Source: an optimization exercise on an open RTL-to-GDS flow (aim: small area, a short achievable clock period and few clock cycles per item). Production flows keep margins and buffers that such runs may drop. At most, simulation tests tie the RTL to the original design; equivalence was not proved. No activity file was given, so power comes from the tool's default toggle rates.

==> module rank_order, before the edit <==
module rank_order(
	input iClk,
	input iRst_n,
	input iValid,
	output oReady,
	input [3:0] iOrder,
	input [7:0] iNum1, iNum2, iNum3,
	input [7:0] iNum4, iNum5, iNum6,
	input [7:0] iNum7, iNum8, iNum9,
	output reg [7:0] oValue,
	output reg oValid
);
	assign oReady = 1'b1;
	wire [71:0] x = {iNum9, iNum8, iNum7, iNum6, iNum5, iNum4, iNum3, iNum2, iNum1};
	function ge8(input [7:0] a, input [7:0] b);
		reg cy; integer q;
		begin
			cy = 1'b1;
			for (q = 0; q < 8; q = q + 1) cy = (a[q] & ~b[q]) | (a[q] & cy) | (~b[q] & cy);
			ge8 = cy;
		end
	endfunction
	function [1:0] fa(input a, input b, input c);
		fa = {(a & b) | (a & c) | (b & c), a ^ b ^ c};
	endfunction
	function [2:0] pc7(input [6:0] v);
		reg [1:0] f0, f1, f2, f3;
		begin
			f0 = fa(v[0], v[1], v[2]);
			f1 = fa(v[3], v[4], v[5]);
			f2 = fa(f0[0], f1[0], v[6]);    
			f3 = fa(f0[1], f1[1], f2[1]);   
			pc7 = {f3[1], f3[0], f2[0]};
		end
	endfunction
	wire [80:0] ge_d;
	reg  [80:0] ge_q;
	genvar gi, gj;
	generate
		for (gi = 0; gi < 9; gi = gi + 1) begin : row
			for (gj = 0; gj < gi; gj = gj + 1) begin : col
				assign ge_d[9*gi+gj] = ge8(x[8*gi +: 8], x[8*gj +: 8]);
				always @(posedge iClk) ge_q[9*gi+gj] <= ge_d[9*gi+gj];
			end
		end
	endgenerate
	reg [71:0] x_q;
	reg [3:0] ord_q;
	reg vld_q;
	always @(posedge iClk) begin
		if (!iRst_n) vld_q <= 1'b0;
		else vld_q <= iValid;
		x_q <= x;
		ord_q <= iOrder;
	end
	wire [3:0] km1 = ord_q - 4'd1;
	wire [3:0] km2 = ord_q - 4'd2;
	wire [8:0] sel;
	wire [71:0] pick;
	generate
		for (gi = 0; gi < 9; gi = gi + 1) begin : rank
			wire [7:0] c;
			for (gj = 0; gj < 9; gj = gj + 1) begin : cb
				if (gj < gi) begin : lo
					assign c[gj] = ge_q[9*gi+gj];
				end else if (gj > gi) begin : hi
					assign c[gj-1] = ~ge_q[9*gj+gi];
				end
			end
			wire [3:0] p = {1'b0, pc7(c[6:0])};
			assign sel[gi] = c[7] ? (p == km2) : (p == km1);
			assign pick[8*gi +: 8] = {8{sel[gi]}} & x_q[8*gi +: 8];
		end
	endgenerate
	wire [7:0] res = pick[7:0] | pick[15:8] | pick[23:16] | pick[31:24] | pick[39:32]
	               | pick[47:40] | pick[55:48] | pick[63:56] | pick[71:64];
	always @(posedge iClk) begin
		if (!iRst_n) oValid <= 1'b0;
		else oValid <= vld_q;
		oValue <= res;
	end
endmodule
Settings: LEC_CHECK=0, CAP_MARGIN=20, CORE_MARGIN=2, CORE_UTILIZATION=40, CTS_BUF_LIST=sky130_fd_sc_hd__clkbuf_4 sky130_fd_sc_hd__clkbuf_8, SETUP_SLACK_MARGIN=2.2, SLEW_MARGIN=20; clock period 5.0 ns.
standard.sh (not shown) runs the stock make flow with config.mk's settings and CLKGATE_MAP_FILE= SYNTH_SCRIPT=/design/flow/synth_recipe.tcl, a recipe that flattens the netlist after the stock synthesis.
==> flow/flow/run.sh <==
#!/bin/bash
# Standard ORFS layout, with plain buffers on the ports and free cell swaps in repair.
set -euo pipefail
bash standard.sh "BUFFER_PORTS_ARGS=-buffer_cell sky130_fd_sc_hd__buf_2" MATCH_CELL_FOOTPRINT=0 finish > standard.log 2>&1
Testbench counts at the start, summed over its fixed seeds: cycles 9,616, items 9,600.
==> next run, changes <==
--- a/flow/design.v
+++ b/flow/design.v
@@ -39,16 +39,20 @@
 	endfunction
 	function [1:0] fa(input a, input b, input c);
 		fa = {(a & b) | (a & c) | (b & c), a ^ b ^ c};
 	endfunction
-	function [2:0] pc7(input [6:0] v);
-		reg [1:0] f0, f1, f2, f3;
+	function [3:0] pc8(input [7:0] v);
+		reg [1:0] f0, f1, f2, f3, f4;
+		reg h0c, h0s, h1c, h1s;
 		begin
 			f0 = fa(v[0], v[1], v[2]);
 			f1 = fa(v[3], v[4], v[5]);
-			f2 = fa(f0[0], f1[0], v[6]);    
-			f3 = fa(f0[1], f1[1], f2[1]);   
-			pc7 = {f3[1], f3[0], f2[0]};
+			h0s = v[6] ^ v[7]; h0c = v[6] & v[7];
+			f2 = fa(f0[0], f1[0], h0s);
+			f3 = fa(f0[1], f1[1], h0c);
+			h1s = f3[0] ^ f2[1]; h1c = f3[0] & f2[1];
+			f4 = {f3[1] & h1c, f3[1] ^ h1c};
+			pc8 = {f4[1], f4[0], h1s, f2[0]};
 		end
 	endfunction
 	wire [80:0] ge_d;
 	reg  [80:0] ge_q;
@@ -70,9 +74,8 @@
 		x_q <= x;
 		ord_q <= iOrder;
 	end
 	wire [3:0] km1 = ord_q - 4'd1;
-	wire [3:0] km2 = ord_q - 4'd2;
 	wire [8:0] sel;
 	wire [71:0] pick;
 	generate
 		for (gi = 0; gi < 9; gi = gi + 1) begin : rank
@@ -83,10 +86,9 @@
 				end else if (gj > gi) begin : hi
 					assign c[gj-1] = ~ge_q[9*gj+gi];
 				end
 			end
-			wire [3:0] p = {1'b0, pc7(c[6:0])};
-			assign sel[gi] = c[7] ? (p == km2) : (p == km1);
+			assign sel[gi] = (pc8(c) == km1);
 			assign pick[8*gi +: 8] = {8{sel[gi]}} & x_q[8*gi +: 8];
 		end
 	endgenerate
 	wire [7:0] res = pick[7:0] | pick[15:8] | pick[23:16] | pick[31:24] | pick[39:32]
After rerunning: Final area came out higher by about a fifth. Via count came out higher by roughly a tenth. Worst setup slack degrades by 83 ps. Synthesized area came out higher by roughly a tenth. Sequential share of layout area came out lower by 3.6 points. Global-route usage came out lower by 0.15 points. Fmax came out lower by a few percent. Routed wire length came out higher by roughly a tenth. Total power came out higher by a quarter to a third.
Testbench counts after the change, summed over its fixed seeds: cycles 9,616, items 9,600.

* * *

== old ==
Another version of the RTL of rank_order (not shown whole).
Size: ~950 cells after synthesis, ~130 flip-flops, ~89 I/O pins, roughly 7800 sq um of cells after synthesis.
==> module rank_order, before the edit <==
module rank_order(
	input iClk,
	input iRst_n,
	input iValid,
	output oReady,
	input [3:0] iOrder,
	input [7:0] iNum1, iNum2, iNum3,
	input [7:0] iNum4, iNum5, iNum6,
	input [7:0] iNum7, iNum8, iNum9,
	output reg [7:0] oValue,
	output reg oValid
);
	assign oReady = 1'b1;
	wire [71:0] x = {iNum9, iNum8, iNum7, iNum6, iNum5, iNum4, iNum3, iNum2, iNum1};
	function ge8(input [7:0] a, input [7:0] b);
		reg cy; integer q;
		begin
			cy = 1'b1;
			for (q = 0; q < 8; q = q + 1) cy = (a[q] & ~b[q]) | (a[q] & cy) | (~b[q] & cy);
			ge8 = cy;
		end
	endfunction
	function [1:0] fa(input a, input b, input c);
		fa = {(a & b) | (a & c) | (b & c), a ^ b ^ c};
	endfunction
	wire [80:0] ge;
	genvar gi, gj;
	generate
		for (gi = 0; gi < 9; gi = gi + 1) begin : cmp
			for (gj = 0; gj < gi; gj = gj + 1) begin : col
				assign ge[9*gi+gj] = ge8(x[8*gi +: 8], x[8*gj +: 8]);
			end
		end
	endgenerate
	function cbit(input [80:0] g, input integer i, input integer j);
		cbit = (j < i) ? g[9*i+j] : ~g[9*j+i];
	endfunction
	reg [3:0] cs_q [0:8];
	reg [8:0] ring_q;    
	generate
		for (gi = 0; gi < 9; gi = gi + 1) begin : row
			localparam integer A = (gi + 2) % 9, B = (gi + 3) % 9, C = (gi + 4) % 9;
			localparam integer D = (gi + 5) % 9, E = (gi + 6) % 9, F = (gi + 7) % 9;
			wire [1:0] f0 = fa(cbit(ge, gi, A), cbit(ge, gi, B), cbit(ge, gi, C));
			wire [1:0] f1 = fa(cbit(ge, gi, D), cbit(ge, gi, E), cbit(ge, gi, F));
			always @(posedge iClk) cs_q[gi] <= {f1, f0};
			localparam integer N = (gi + 1) % 9;
			if (N < gi) begin : rl
				always @(posedge iClk) ring_q[gi] <= ge[9*gi+N];
			end else begin : rh
				always @(posedge iClk) ring_q[gi] <= ge[9*N+gi];
			end
		end
	endgenerate
	reg [71:0] x_q;
	reg [3:0] ord_q;
	reg vld_q;
	always @(posedge iClk) begin
		if (!iRst_n) vld_q <= 1'b0;
		else vld_q <= iValid;
		x_q <= x;
		ord_q <= iOrder;
	end
	wire [3:0] km1 = ord_q - 4'd1;
	wire [3:0] km2 = ord_q - 4'd2;
	wire [8:0] sel;
	wire [71:0] pick;
	generate
		for (gi = 0; gi < 9; gi = gi + 1) begin : rank
			wire [3:0] v = cs_q[gi];
			localparam integer P = (gi + 8) % 9, N = (gi + 1) % 9;
			wire rp = (P < gi) ? ring_q[P] : ~ring_q[P];    
			wire rn = (N < gi) ? ring_q[gi] : ~ring_q[gi];  
			wire [1:0] f2 = fa(v[0], v[2], rp);
			wire [1:0] f3 = fa(v[1], v[3], f2[1]);
			wire [3:0] p = {1'b0, f3[1], f3[0], f2[0]};
			assign sel[gi] = rn ? (p == km2) : (p == km1);
			assign pick[8*gi +: 8] = {8{sel[gi]}} & x_q[8*gi +: 8];
		end
	endgenerate
	wire [7:0] res = pick[7:0] | pick[15:8] | pick[23:16] | pick[31:24] | pick[39:32]
	               | pick[47:40] | pick[55:48] | pick[63:56] | pick[71:64];
	always @(posedge iClk) begin
		if (!iRst_n) oValid <= 1'b0;
		else oValid <= vld_q;
		oValue <= res;
	end
endmodule
Settings: LEC_CHECK=0, CAP_MARGIN=20, CORE_MARGIN=2, CORE_UTILIZATION=40, CTS_BUF_LIST=sky130_fd_sc_hd__clkbuf_4 sky130_fd_sc_hd__clkbuf_8, SETUP_SLACK_MARGIN=2.6, SLEW_MARGIN=20; clock period 5.0 ns.
==> flow/flow/run.sh <==
#!/bin/bash
# Standard ORFS layout (the standard.sh) with three changes:
#  - synthesis is the standard flow's own script, except that the final ABC mapping uses
#    flow/abc_delay.script (delay-targeted mapping) instead of ORFS's speed script;
#  - the port buffers are plain buf_2 cells;
#  - repair may swap cells across footprints.
set -euo pipefail
work=$(pwd)
export MY_ABC_SCRIPT=$work/flow/abc_delay.script
export FLOW_SYNTH_TCL=$work/synth_recipe.tcl
bash standard.sh "SYNTH_SCRIPT=$work/flow/synth.tcl" \
  "BUFFER_PORTS_ARGS=-buffer_cell sky130_fd_sc_hd__buf_2" MATCH_CELL_FOOTPRINT=0 \
  finish > standard.log 2>&1
==> flow/flow/abc_delay.script <==
strash
dch
map -D 1500
topo
buffer -c
upsize -c -D 1500
dnsize -c -D 1500
==> flow/flow/synth.tcl <==
# The standard flow's synthesis script, with the final ABC call pointed at our own ABC script.
proc abc {args} {
  set i [lsearch -exact $args -script]
  if {$i >= 0} { lset args [expr {$i + 1}] $::env(MY_ABC_SCRIPT) }
  yosys abc {*}$args
}
source $::env(FLOW_SYNTH_TCL)
Testbench counts of old, summed over its fixed seeds: cycles 9,616, items 9,600.
The inputs of new differ from those of old as listed below.
-- flow/design.v --
<<< old, line 38
		end
	endfunction
	function [1:0] fa(input a, input b, input c);
		fa = {(a & b) | (a & c) | (b & c), a ^ b ^ c};
>>> new, line 38
		end
	endfunction
	function gt8(input [7:0] a, input [7:0] b);
		reg cy; integer q;
		begin
			cy = 1'b0;
			for (q = 0; q < 8; q = q + 1) cy = (a[q] & ~b[q]) | (a[q] & cy) | (~b[q] & cy);
			gt8 = cy;
		end
	endfunction
	function [1:0] fa(input a, input b, input c);
		fa = {(a & b) | (a & c) | (b & c), a ^ b ^ c};
<<< old, line 46
		for (gi = 0; gi < 9; gi = gi + 1) begin : cmp
			for (gj = 0; gj < gi; gj = gj + 1) begin : col
				assign ge[9*gi+gj] = ge8(x[8*gi +: 8], x[8*gj +: 8]);
			end
		end
>>> new, line 54
		for (gi = 0; gi < 9; gi = gi + 1) begin : cmp
			for (gj = 0; gj < gi; gj = gj + 1) begin : col
				if ((gi + gj) % 2 == 1) begin : fwd
					assign ge[9*gi+gj] = ge8(x[8*gi +: 8], x[8*gj +: 8]);
				end else begin : rev
					assign ge[9*gi+gj] = ~gt8(x[8*gj +: 8], x[8*gi +: 8]);
				end
			end
		end
==> comparison <==
- The flow did not stop early for new: all stages ran, and the layout cleared the timing, DRC and antenna checks.
- old was routed with more vias than new.
- Comparing new with old, the hold slack came out essentially unchanged.
- new ended up with register to register as its type of the setup path with the least slack; old ended up with input pin to register.
- Diff old and new: switching portion of total power higher in new
- Area overhead of the layout relative to synthesis (new over old): increase, 1.3 points
- Taking old as the reference, in new total internal power increased 0.035 mW, area after synthesis closely matched the old numbers, worst-case setup margin in the final layout shows a reduction of 0.018 ns, global routing met2 resource utilization now sits lower, sequential power closely matched the old numbers.
- new: total met2 wirelength after detailed routing about 2.7% below old
- NOTE non-clock buffer total of the final layout old->new increased slightly
- There was hardly any difference in die area between new and old.
- Of old and new, the lower first-pass GRT wire length belongs to new.
Only the layout flow was run in new; the RTL was not checked for function there.

[what the ideal ports hide]
Ports are ideal in the flow. The routed layouts listed here were re-timed in OpenROAD.
Step 1 (the two cells are an assumption about what drives the block):
set clk [get_ports {iClk}]
set_driving_cell -lib_cell sky130_fd_sc_hd__clkbuf_16 $clk
set_driving_cell -lib_cell sky130_fd_sc_hd__buf_2 [delete_from_list [all_inputs] $clk]
Step 2, shift: input delay + t, output delay - t, t = (earliest + latest rising clock arrival at the registers) / 2. This alone moves slack from input paths to output paths.
a / b / c = no drivers / after step 1 / after step 2; a / b = the first two.
| run | t, ns | setup slack, ns | clock arrival spread, ns |
|---|---|---|---|
| the first run of note 1 | 0.483 | 2.045 / 2.045 / 1.839 | 0.017 / 0.017 |
| the second run of note 1 | 0.490 | 1.962 / 1.962 / 1.867 | 0.016 / 0.015 |
| old | 0.479 | 2.592 / 2.595 / 2.115 | 0.017 / 0.017 |
| new | 0.484 | 2.574 / 2.574 / 2.135 | 0.013 / 0.013 |
After both steps every run listed still meets setup and hold. The setup slack of old, which loses most, moves by +0.003 ns with the drivers and by -0.477 ns with both steps.
